Context: an optimization exercise on an open-source flow, tuned for small area and a short achievable clock period. The choices shown serve that exercise and are no tape-out recipe. Where RTL was checked, it was by simulation tests only, not by an equivalence proof against the original. Power is estimated from default activity; no workload was simulated.

the baseline:
==> flow/design.v <==
module elm_log13(
    input  [12:0] a,
    output [3:0]  n,
    output [2:0]  f
    );
    wire        z3 = ~|a[12:5];
    wire [12:0] a1 = z3 ? {a[4:0], 8'd0} : a;
    wire        z2 = ~|a1[12:9];
    wire [12:0] a2 = z2 ? {a1[8:0], 4'd0} : a1;
    wire        z1 = ~|a2[12:11];
    wire [12:0] a3 = z1 ? {a2[10:0], 2'd0} : a2;
    wire        z0 = ~a3[12];
    wire [11:0] a4 = z0 ? {a3[10:0], 1'b0} : a3[11:0];
    wire        az = ~a3[12] & ~a3[11];
    assign n = az ? 4'd0 : 4'd12 - {z3, z2, z1, z0};
    assign f = a4[11:9];
endmodule
module elm_stage1(
    input  [15:0] x,
    input  [15:0] y,
    output [17:0] e,
    output        sf0,
    output [3:0]  nx,
    output [2:0]  fx,
    output [3:0]  ny,
    output [2:0]  fy,
    output        s
    );
    wire x_one = x[13] ^ x[14];
    wire x_two = ~x_one & (x[15] ^ x[14]);
    wire x_neg = x[15] & ~(x[14] & x[13]);
    wire y_one = y[13] ^ y[14];
    wire y_two = ~y_one & (y[15] ^ y[14]);
    wire y_neg = y[15] & ~(y[14] & y[13]);
    wire [17:0] ys = {{2{y[15]}}, y};
    wire [17:0] xs = {{4{x[13]}}, x[13:0]};
    wire [17:0] pa = (({18{x_one}} & ys) | ({18{x_two}} & {ys[16:0], 1'b0})) ^ {18{x_neg}};
    wire [17:0] pb = (({18{y_one}} & xs) | ({18{y_two}} & {xs[16:0], 1'b0})) ^ {18{y_neg}};
    elm_add #(.W(18), .LV(5)) add_e(.a(pa), .b(pb), .ci(x_neg), .s(e));
    assign sf0 = y_neg;
    elm_log13 lx(.a(x[12:0] ^ {13{x[13]}}), .n(nx), .f(fx));
    elm_log13 ly(.a(y[12:0] ^ {13{y[13]}}), .n(ny), .f(fy));
    wire nz = (x[13] | (|x[7:0])) & (y[13] | (|y[7:0]));
    assign s = nz & (x[13] ^ y[13]);
endmodule
module elm_stage2(
    input  [17:0] e,
    input         sf0,
    input  [7:0]  l,
    input         s,
    input         z,
    output [31:0] p
    );
    wire [4:0] k = l[7:3];
    wire [2:0] f = l[2:0];
    wire [28:0] d = {28'd0, ~z} << k;
    wire [25:0] a = d[25:0] | ({26{f[2]}} & d[26:1])
                            | ({26{f[1]}} & d[27:2])
                            | ({26{f[0]}} & d[28:3]);
    wire [27:0] m = {s, s, a ^ {26{s}}};
    wire        c14 = sf0 & (|m[13:0]);
    assign p[13:0]  = m[13:0] - {13'd0, sf0};
    elm_add #(.W(18), .LV(5)) add_p(.a(e), .b({{4{m[27]}}, m[27:14]}), .ci(c14), .s(p[31:14]));
endmodule
module elm_add #(parameter W = 18, parameter LV = 5) (
    input  [W-1:0] a,
    input  [W-1:0] b,
    input          ci,
    output [W-1:0] s
    );
    wire [W-1:0] g [0:LV];
    wire [W-1:0] p [0:LV];
    wire [W-1:0] h = a ^ b;
    assign g[0] = (a & b) | {{(W-1){1'b0}}, h[0] & ci};
    assign p[0] = h;
    genvar l, i;
    generate
        for (l = 0; l < LV; l = l + 1) begin : g_lv
            for (i = 0; i < W; i = i + 1) begin : g_bit
                if ((i >> l) & 1) begin : g_op
                    assign g[l+1][i] = g[l][i] | (p[l][i] & g[l][((i >> l) << l) - 1]);
                    assign p[l+1][i] = p[l][i] & p[l][((i >> l) << l) - 1];
                end else begin : g_pass
                    assign g[l+1][i] = g[l][i];
                    assign p[l+1][i] = p[l][i];
                end
            end
        end
    endgenerate
    assign s = h ^ {g[LV][W-2:0], ci};
endmodule
module mult_top(
    input clk,
    input  [15:0] x,
    input  [15:0] y,
    output reg [31:0] p_out
    );
    wire [17:0] e;
    wire        sf0, s;
    wire [3:0]  nx, ny;
    wire [2:0]  fx, fy;
    elm_stage1 s1(.x(x), .y(y), .e(e), .sf0(sf0),
                  .nx(nx), .fx(fx), .ny(ny), .fy(fy), .s(s));
    reg [17:0] e_r;
    reg        sf0_r, s_r, z_r;
    reg [6:0]  lx_r, ly_r;
    always @(posedge clk) begin
        e_r   <= e;
        sf0_r <= sf0;
        s_r   <= s;
        z_r   <= ~((x[13] | (|x[7:0])) & (y[13] | (|y[7:0])));
        lx_r  <= {nx, fx};
        ly_r  <= {ny, fy};
    end
    wire [7:0]  l;
    elm_add #(.W(8), .LV(3)) add_l(.a({1'b0, lx_r}), .b({1'b0, ly_r}), .ci(1'b0), .s(l));
    wire [31:0] p;
    elm_stage2 s2(.e(e_r), .sf0(sf0_r), .l(l), .s(s_r), .z(z_r), .p(p));
    always @(posedge clk)
        p_out <= p;
endmodule
clock: 7.0 ns
lec_check: 0
abc_area: 1
cap_margin: 20
core_margin: 2
core_utilization: 40
slew_margin: 20
run.sh (not shown) runs the stock make flow with config.mk's settings and CLKGATE_MAP_FILE= SYNTH_SCRIPT=/design/flow/synth_recipe.tcl, a recipe that flattens the netlist after the stock synthesis.
The inputs of the candidate differ from those of the baseline as listed below.
--- a/flow/design.v
+++ b/flow/design.v
@@ -34,11 +34,11 @@
     wire y_neg = y[15] & ~(y[14] & y[13]);
     wire [17:0] ys = {{2{y[15]}}, y};
     wire [17:0] xs = {{4{x[13]}}, x[13:0]};
     wire [17:0] pa = (({18{x_one}} & ys) | ({18{x_two}} & {ys[16:0], 1'b0})) ^ {18{x_neg}};
     wire [17:0] pb = (({18{y_one}} & xs) | ({18{y_two}} & {xs[16:0], 1'b0})) ^ {18{y_neg}};
-    elm_add #(.W(18), .LV(5)) add_e(.a(pa), .b(pb), .ci(x_neg), .s(e));
+    assign e = pa + pb + {17'd0, x_neg};
     assign sf0 = y_neg;
     elm_log13 lx(.a(x[12:0] ^ {13{x[13]}}), .n(nx), .f(fx));
     elm_log13 ly(.a(y[12:0] ^ {13{y[13]}}), .n(ny), .f(fy));
     wire nz = (x[13] | (|x[7:0])) & (y[13] | (|y[7:0]));
     assign s = nz & (x[13] ^ y[13]);
@@ -58,38 +58,11 @@
                             | ({26{f[1]}} & d[27:2])
                             | ({26{f[0]}} & d[28:3]);
     wire [27:0] m = {s, s, a ^ {26{s}}};
     wire        c14 = sf0 & (|m[13:0]);
     assign p[13:0]  = m[13:0] - {13'd0, sf0};
-    elm_add #(.W(18), .LV(5)) add_p(.a(e), .b({{4{m[27]}}, m[27:14]}), .ci(c14), .s(p[31:14]));
-endmodule
-module elm_add #(parameter W = 18, parameter LV = 5) (
-    input  [W-1:0] a,
-    input  [W-1:0] b,
-    input          ci,
-    output [W-1:0] s
-    );
-    wire [W-1:0] g [0:LV];
-    wire [W-1:0] p [0:LV];
-    wire [W-1:0] h = a ^ b;
-    assign g[0] = (a & b) | {{(W-1){1'b0}}, h[0] & ci};
-    assign p[0] = h;
-    genvar l, i;
-    generate
-        for (l = 0; l < LV; l = l + 1) begin : g_lv
-            for (i = 0; i < W; i = i + 1) begin : g_bit
-                if ((i >> l) & 1) begin : g_op
-                    assign g[l+1][i] = g[l][i] | (p[l][i] & g[l][((i >> l) << l) - 1]);
-                    assign p[l+1][i] = p[l][i] & p[l][((i >> l) << l) - 1];
-                end else begin : g_pass
-                    assign g[l+1][i] = g[l][i];
-                    assign p[l+1][i] = p[l][i];
-                end
-            end
-        end
-    endgenerate
-    assign s = h ^ {g[LV][W-2:0], ci};
+    assign p[31:14] = e + {{4{m[27]}}, m[27:14]} + {17'd0, c14};
 endmodule
 module mult_top(
     input clk,
     input  [15:0] x,
     input  [15:0] y,
@@ -110,12 +83,11 @@
         s_r   <= s;
         z_r   <= ~((x[13] | (|x[7:0])) & (y[13] | (|y[7:0])));
         lx_r  <= {nx, fx};
         ly_r  <= {ny, fy};
     end
-    wire [7:0]  l;
-    elm_add #(.W(8), .LV(3)) add_l(.a({1'b0, lx_r}), .b({1'b0, ly_r}), .ci(1'b0), .s(l));
+    wire [7:0]  l = {1'b0, lx_r} + {1'b0, ly_r};
     wire [31:0] p;
     elm_stage2 s2(.e(e_r), .sf0(sf0_r), .l(l), .s(s_r), .z(z_r), .p(p));
     always @(posedge clk)
         p_out <= p;
 endmodule
Findings:
Looking at first-pass GRT wire length, the candidate sits about 5% higher than the baseline does. Diff the baseline -> the candidate: die outline width climbed 0.55%; via count of the first global-routing pass climbed 4.5%; wire length on met1 climbed 4.5%; starting density of the core climbed 0.17 points; leakage dissipation dropped about 1.5%. The candidate vs the baseline, global-route usage went down by 0.48 points. Of the candidate and the baseline, the baseline shows the lower number of cells on the worst hold path, with the candidate above it. Taking the baseline as the reference, in the candidate fraction of cell area in non-clock buffers comparable, count of buffers not belonging to the clock network in the layout up 1.4%, required time at the endpoint of the critical path lost 0.02 ns. The candidate against the baseline; routed wire length is up by a few percent.
Function not checked in the baseline: the RTL went through the layout flow alone.

mult_top, a different RTL version from the one above (not shown whole).
Size in the first run: roughly 940 cells after synthesis, roughly 65 I/O pins.
==> module elm_stage2, before the edit <==
module elm_stage2(
    input  [8:0]  el,
    input         ec,
    input  [8:0]  eh,
    input         sf0,
    input  [7:0]  l,
    input         s,
    input         z,
    output [13:0] pl,
    output [8:0]  ql,
    output        qc,
    output [8:0]  qh
    );
    wire [4:0] k = l[7:3];
    wire [2:0] f = l[2:0];
    wire [3:0]  mm = z ? 4'd0 : ({1'b1, f} ^ {4{s}});
    wire [4:0]  x1 = k[0] ? {mm, s} : {s, mm};
    wire [6:0]  x2 = k[1] ? {x1, {2{s}}} : {{2{s}}, x1};
    wire [10:0] x3 = k[2] ? {x2, {4{s}}} : {{4{s}}, x2};
    wire [18:0] x4 = k[3] ? {x3, {8{s}}} : {{8{s}}, x3};
    wire [28:3] x5 = k[4] ? {x4[12:0], {13{s}}} : {{10{s}}, x4[18:3]};
    wire [27:0] m  = {s, s, x5};
    wire        lo = (k <= 5'd13) | ((k == 5'd14) & (|f))
                   | ((k == 5'd15) & (f[1] | f[0])) | ((k == 5'd16) & f[0]);
    wire        c14 = sf0 & ~z & (s | lo);
    assign pl = m[13:0] - {13'd0, sf0};
    assign {qc, ql} = {1'b0, el} + {1'b0, m[22:14]} + {9'd0, c14};
    assign qh = eh + {{4{m[27]}}, m[27:23]} + {8'd0, ec};
endmodule
Settings: LEC_CHECK=0, ABC_AREA=1, CAP_MARGIN=20, CORE_MARGIN=2, CORE_UTILIZATION=40, SETUP_SLACK_MARGIN=3.0, SLEW_MARGIN=20; clock period 7.0 ns.
standard.sh (not shown) runs the stock make flow with config.mk's settings and CLKGATE_MAP_FILE= SYNTH_SCRIPT=/design/flow/synth_recipe.tcl, a recipe that flattens the netlist after the stock synthesis.
==> flow/flow/run.sh <==
#!/bin/bash
# Layout flow: the standard ORFS flow (standard.sh) with two changes:
#  - Yosys's full/half adder extraction is off (ADDER_MAP_FILE empty), so ABC
#    maps the adders itself;
#  - the port buffers are sky130_fd_sc_hd__buf_2 instead of the delay buffer
#    buffer_ports picks by default.
# make's full output goes to flow_make.log; each tool's log is under orfs/logs/.
set -euo pipefail
cd "$(dirname "$0")/.."
bash standard.sh ADDER_MAP_FILE= "BUFFER_PORTS_ARGS=-buffer_cell sky130_fd_sc_hd__buf_2"  finish > flow_make.log 2>&1
Next try:
--- a/flow/design.v
+++ b/flow/design.v
@@ -59,20 +59,16 @@
     output        qc,
     output [8:0]  qh
     );
     wire [4:0] k = l[7:3];
     wire [2:0] f = l[2:0];
-    wire [3:0]  mm = z ? 4'd0 : ({1'b1, f} ^ {4{s}});
-    wire [4:0]  x1 = k[0] ? {mm, s} : {s, mm};
-    wire [6:0]  x2 = k[1] ? {x1, {2{s}}} : {{2{s}}, x1};
-    wire [10:0] x3 = k[2] ? {x2, {4{s}}} : {{4{s}}, x2};
-    wire [18:0] x4 = k[3] ? {x3, {8{s}}} : {{8{s}}, x3};
-    wire [28:3] x5 = k[4] ? {x4[12:0], {13{s}}} : {{10{s}}, x4[18:3]};
-    wire [27:0] m  = {s, s, x5};
-    wire        lo = (k <= 5'd13) | ((k == 5'd14) & (|f))
-                   | ((k == 5'd15) & (f[1] | f[0])) | ((k == 5'd16) & f[0]);
-    wire        c14 = sf0 & ~z & (s | lo);
+    wire [28:0] d = {28'd0, ~z} << k;
+    wire [25:0] a = d[25:0] | ({26{f[2]}} & d[26:1])
+                            | ({26{f[1]}} & d[27:2])
+                            | ({26{f[0]}} & d[28:3]);
+    wire [27:0] m = {s, s, a ^ {26{s}}};
+    wire        c14 = sf0 & (|m[13:0]);
     assign pl = m[13:0] - {13'd0, sf0};
     assign {qc, ql} = {1'b0, el} + {1'b0, m[22:14]} + {9'd0, c14};
     assign qh = eh + {{4{m[27]}}, m[27:23]} + {8'd0, ec};
 endmodule
 module mult_top(
Cell count went up by 11%. Cell area went up by 10%. Global-route usage increases by 0.78 points. Synthesized area rises by 9.1%. Worst setup slack gets worse by 0.074 ns.
Only the layout flow was run in the second run of this note; the RTL was not checked for function there.

mult_top with an RTL version that a note above also has.
Size in the first run: roughly 65 I/O pins, roughly 0.0064 sq mm of cells after synthesis.
==> module elm_stage1, before the edit <==
module elm_stage1(
    input  [15:0] x,
    input  [15:0] y,
    output [8:0]  el,
    output        ec,
    output [8:0]  eh,
    output        sf0,
    output [3:0]  nx,
    output [2:0]  fx,
    output [3:0]  ny,
    output [2:0]  fy,
    output        s
    );
    wire x_one = x[13] ^ x[14];
    wire x_two = ~x_one & (x[15] ^ x[14]);
    wire x_neg = x[15] & ~(x[14] & x[13]);
    wire y_one = y[13] ^ y[14];
    wire y_two = ~y_one & (y[15] ^ y[14]);
    wire y_neg = y[15] & ~(y[14] & y[13]);
    wire [17:0] ys = {{2{y[15]}}, y};
    wire [17:0] xs = {{4{x[13]}}, x[13:0]};
    wire [17:0] pa = (({18{x_one}} & ys) | ({18{x_two}} & {ys[16:0], 1'b0})) ^ {18{x_neg}};
    wire [17:0] pb = (({18{y_one}} & xs) | ({18{y_two}} & {xs[16:0], 1'b0})) ^ {18{y_neg}};
    assign {ec, el} = {1'b0, pa[8:0]} + {1'b0, pb[8:0]} + {9'd0, x_neg};
    assign eh = pa[17:9] + pb[17:9];
    assign sf0 = y_neg;
    elm_log13 lx(.a(x[12:0] ^ {13{x[13]}}), .n(nx), .f(fx));
    elm_log13 ly(.a(y[12:0] ^ {13{y[13]}}), .n(ny), .f(fy));
    wire nz = (x[13] | (|x[7:0])) & (y[13] | (|y[7:0]));
    assign s = nz & (x[13] ^ y[13]);
endmodule
==> module elm_stage2, before the edit <==
module elm_stage2(
    input  [8:0]  el,
    input         ec,
    input  [8:0]  eh,
    input         sf0,
    input  [7:0]  l,
    input         s,
    input         z,
    output [13:0] pl,
    output [8:0]  ql,
    output        qc,
    output [8:0]  qh
    );
    wire [4:0] k = l[7:3];
    wire [2:0] f = l[2:0];
    wire [28:0] d = {28'd0, ~z} << k;
    wire [25:0] a = d[25:0] | ({26{f[2]}} & d[26:1])
                            | ({26{f[1]}} & d[27:2])
                            | ({26{f[0]}} & d[28:3]);
    wire [27:0] m = {s, s, a ^ {26{s}}};
    wire        c14 = sf0 & (|m[13:0]);
    assign pl = m[13:0] - {13'd0, sf0};
    assign {qc, ql} = {1'b0, el} + {1'b0, m[22:14]} + {9'd0, c14};
    assign qh = eh + {{4{m[27]}}, m[27:23]} + {8'd0, ec};
endmodule
==> module mult_top, before the edit <==
module mult_top(
    input clk,
    input  [15:0] x,
    input  [15:0] y,
    output [31:0] p_out
    );
    wire [8:0]  el, eh;
    wire        ec, sf0, s;
    wire [3:0]  nx, ny;
    wire [2:0]  fx, fy;
    elm_stage1 s1(.x(x), .y(y), .el(el), .ec(ec), .eh(eh), .sf0(sf0),
                  .nx(nx), .fx(fx), .ny(ny), .fy(fy), .s(s));
    reg [8:0]  el_r, eh_r;
    reg        ec_r, sf0_r, s_r, z_r;
    reg [6:0]  lx_r, ly_r;
    always @(posedge clk) begin
        el_r  <= el;
        ec_r  <= ec;
        eh_r  <= eh;
        sf0_r <= sf0;
        s_r   <= s;
        z_r   <= ~((x[13] | (|x[7:0])) & (y[13] | (|y[7:0])));
        lx_r  <= {nx, fx};
        ly_r  <= {ny, fy};
    end
    wire [7:0]  l = {1'b0, lx_r} + {1'b0, ly_r};
    wire [13:0] pl;
    wire [8:0]  ql, qh;
    wire        qc;
    elm_stage2 s2(.el(el_r), .ec(ec_r), .eh(eh_r), .sf0(sf0_r), .l(l), .s(s_r), .z(z_r),
                  .pl(pl), .ql(ql), .qc(qc), .qh(qh));
    reg [13:0] pl_q;
    reg [8:0]  ql_q, qh_q;
    reg        qc_q;
    always @(posedge clk) begin
        pl_q <= pl;
        ql_q <= ql;
        qc_q <= qc;
        qh_q <= qh;
    end
    assign p_out = {qh_q + {8'd0, qc_q}, ql_q, pl_q};
endmodule
export LEC_CHECK = 0
export ABC_AREA = 1
export CAP_MARGIN = 20
export CORE_MARGIN = 2
export CORE_UTILIZATION = 40
export SETUP_SLACK_MARGIN = 3.5
export SLEW_MARGIN = 20
create_clock -name core_clock -period 7.0 [get_ports {clk}]
Scripts as last shown in full above: flow/flow/run.sh
Then changed:
==> flow/design.v (replaced) <==
module elm_log13(
    input  [12:0] a,
    output [3:0]  n,
    output [2:0]  f
    );
    wire        z3 = ~|a[12:5];
    wire [12:0] a1 = z3 ? {a[4:0], 8'd0} : a;
    wire        z2 = ~|a1[12:9];
    wire [12:0] a2 = z2 ? {a1[8:0], 4'd0} : a1;
    wire        z1 = ~|a2[12:11];
    wire [12:0] a3 = z1 ? {a2[10:0], 2'd0} : a2;
    wire        z0 = ~a3[12];
    wire [11:0] a4 = z0 ? {a3[10:0], 1'b0} : a3[11:0];
    wire        az = ~a3[12] & ~a3[11];
    assign n = az ? 4'd0 : 4'd12 - {z3, z2, z1, z0};
    assign f = a4[11:9];
endmodule
module elm_stage1(
    input  [15:0] x,
    input  [15:0] y,
    output [17:0] e,
    output        sf0,
    output [3:0]  nx,
    output [2:0]  fx,
    output [3:0]  ny,
    output [2:0]  fy,
    output        s
    );
    wire x_one = x[13] ^ x[14];
    wire x_two = ~x_one & (x[15] ^ x[14]);
    wire x_neg = x[15] & ~(x[14] & x[13]);
    wire y_one = y[13] ^ y[14];
    wire y_two = ~y_one & (y[15] ^ y[14]);
    wire y_neg = y[15] & ~(y[14] & y[13]);
    wire [17:0] ys = {{2{y[15]}}, y};
    wire [17:0] xs = {{4{x[13]}}, x[13:0]};
    wire [17:0] pa = (({18{x_one}} & ys) | ({18{x_two}} & {ys[16:0], 1'b0})) ^ {18{x_neg}};
    wire [17:0] pb = (({18{y_one}} & xs) | ({18{y_two}} & {xs[16:0], 1'b0})) ^ {18{y_neg}};
    assign e = pa + pb + {17'd0, x_neg};
    assign sf0 = y_neg;
    elm_log13 lx(.a(x[12:0] ^ {13{x[13]}}), .n(nx), .f(fx));
    elm_log13 ly(.a(y[12:0] ^ {13{y[13]}}), .n(ny), .f(fy));
    wire nz = (x[13] | (|x[7:0])) & (y[13] | (|y[7:0]));
    assign s = nz & (x[13] ^ y[13]);
endmodule
module elm_stage2(
    input  [17:0] e,
    input         sf0,
    input  [7:0]  l,
    input         s,
    input         z,
    output [31:0] p
    );
    wire [4:0] k = l[7:3];
    wire [2:0] f = l[2:0];
    wire [28:0] d = {28'd0, ~z} << k;
    wire [25:0] a = d[25:0] | ({26{f[2]}} & d[26:1])
                            | ({26{f[1]}} & d[27:2])
                            | ({26{f[0]}} & d[28:3]);
    wire [27:0] m = {s, s, a ^ {26{s}}};
    wire        c14 = sf0 & (|m[13:0]);
    assign p[13:0]  = m[13:0] - {13'd0, sf0};
    assign p[31:14] = e + {{4{m[27]}}, m[27:14]} + {17'd0, c14};
endmodule
module mult_top(
    input clk,
    input  [15:0] x,
    input  [15:0] y,
    output reg [31:0] p_out
    );
    wire [17:0] e;
    wire        sf0, s;
    wire [3:0]  nx, ny;
    wire [2:0]  fx, fy;
    elm_stage1 s1(.x(x), .y(y), .e(e), .sf0(sf0),
                  .nx(nx), .fx(fx), .ny(ny), .fy(fy), .s(s));
    reg [17:0] e_r;
    reg        sf0_r, s_r, z_r;
    reg [6:0]  lx_r, ly_r;
    always @(posedge clk) begin
        e_r   <= e;
        sf0_r <= sf0;
        s_r   <= s;
        z_r   <= ~((x[13] | (|x[7:0])) & (y[13] | (|y[7:0])));
        lx_r  <= {nx, fx};
        ly_r  <= {ny, fy};
    end
    wire [7:0]  l = {1'b0, lx_r} + {1'b0, ly_r};
    wire [31:0] p;
    elm_stage2 s2(.e(e_r), .sf0(sf0_r), .l(l), .s(s_r), .z(z_r), .p(p));
    always @(posedge clk)
        p_out <= p;
endmodule
Die area hardly moves. Global-route usage rose by 1.0 points. Utilization is higher by 3.7 points. Maximum frequency goes up by 2.5%. Sequential power went down by 4.2%. Via count came out higher by 7.3%. Hold slack is better by 0.064 ns. Count of clock-buffer cells in the layout rose by 2.
No functional check of the RTL was part of the first run of this note.

[port drivers added, routing unchanged]
Ports are ideal in the flow. The routed layouts listed here were re-timed in OpenROAD.
Step 1 assumes that a clkbuf_16 drives the clock port and a buf_2 every other input.
Step 2 times the ports against the registers' clock, not the clock port: input delays grow and output delays shrink by t, the midpoint of the rising clock arrivals with the driver on.
Slacks: ideal / step 1 / step 2; pairs: ideal / step 1.
run	t (ns)	setup slack, ns	worst setup path at the end	worst register clock-pin slew, ns	cell pins on the clock port's net
the baseline	0.380	0.787 / 0.787 / 0.787	register to register	0.06 / 0.06	1
the candidate	0.374	1.443 / 1.459 / 1.085	input to register	0.05 / 0.05	1
the first run of note 2	0.364	3.378 / 3.394 / 3.030	input to register	0.06 / 0.06	1
the second run of note 2	0.371	3.304 / 3.322 / 2.951	input to register	0.06 / 0.06	1
the first run of note 3	0.378	3.525 / 3.539 / 3.161	input to register	0.06 / 0.06	1
the second run of note 3	0.373	3.611 / 3.536 / 3.162	input to register	0.05 / 0.05	1
After both steps every run listed still meets setup and hold. The setup slack of the second run of note 3, which loses most, moves by -0.075 ns with the drivers and by -0.449 ns with both steps.
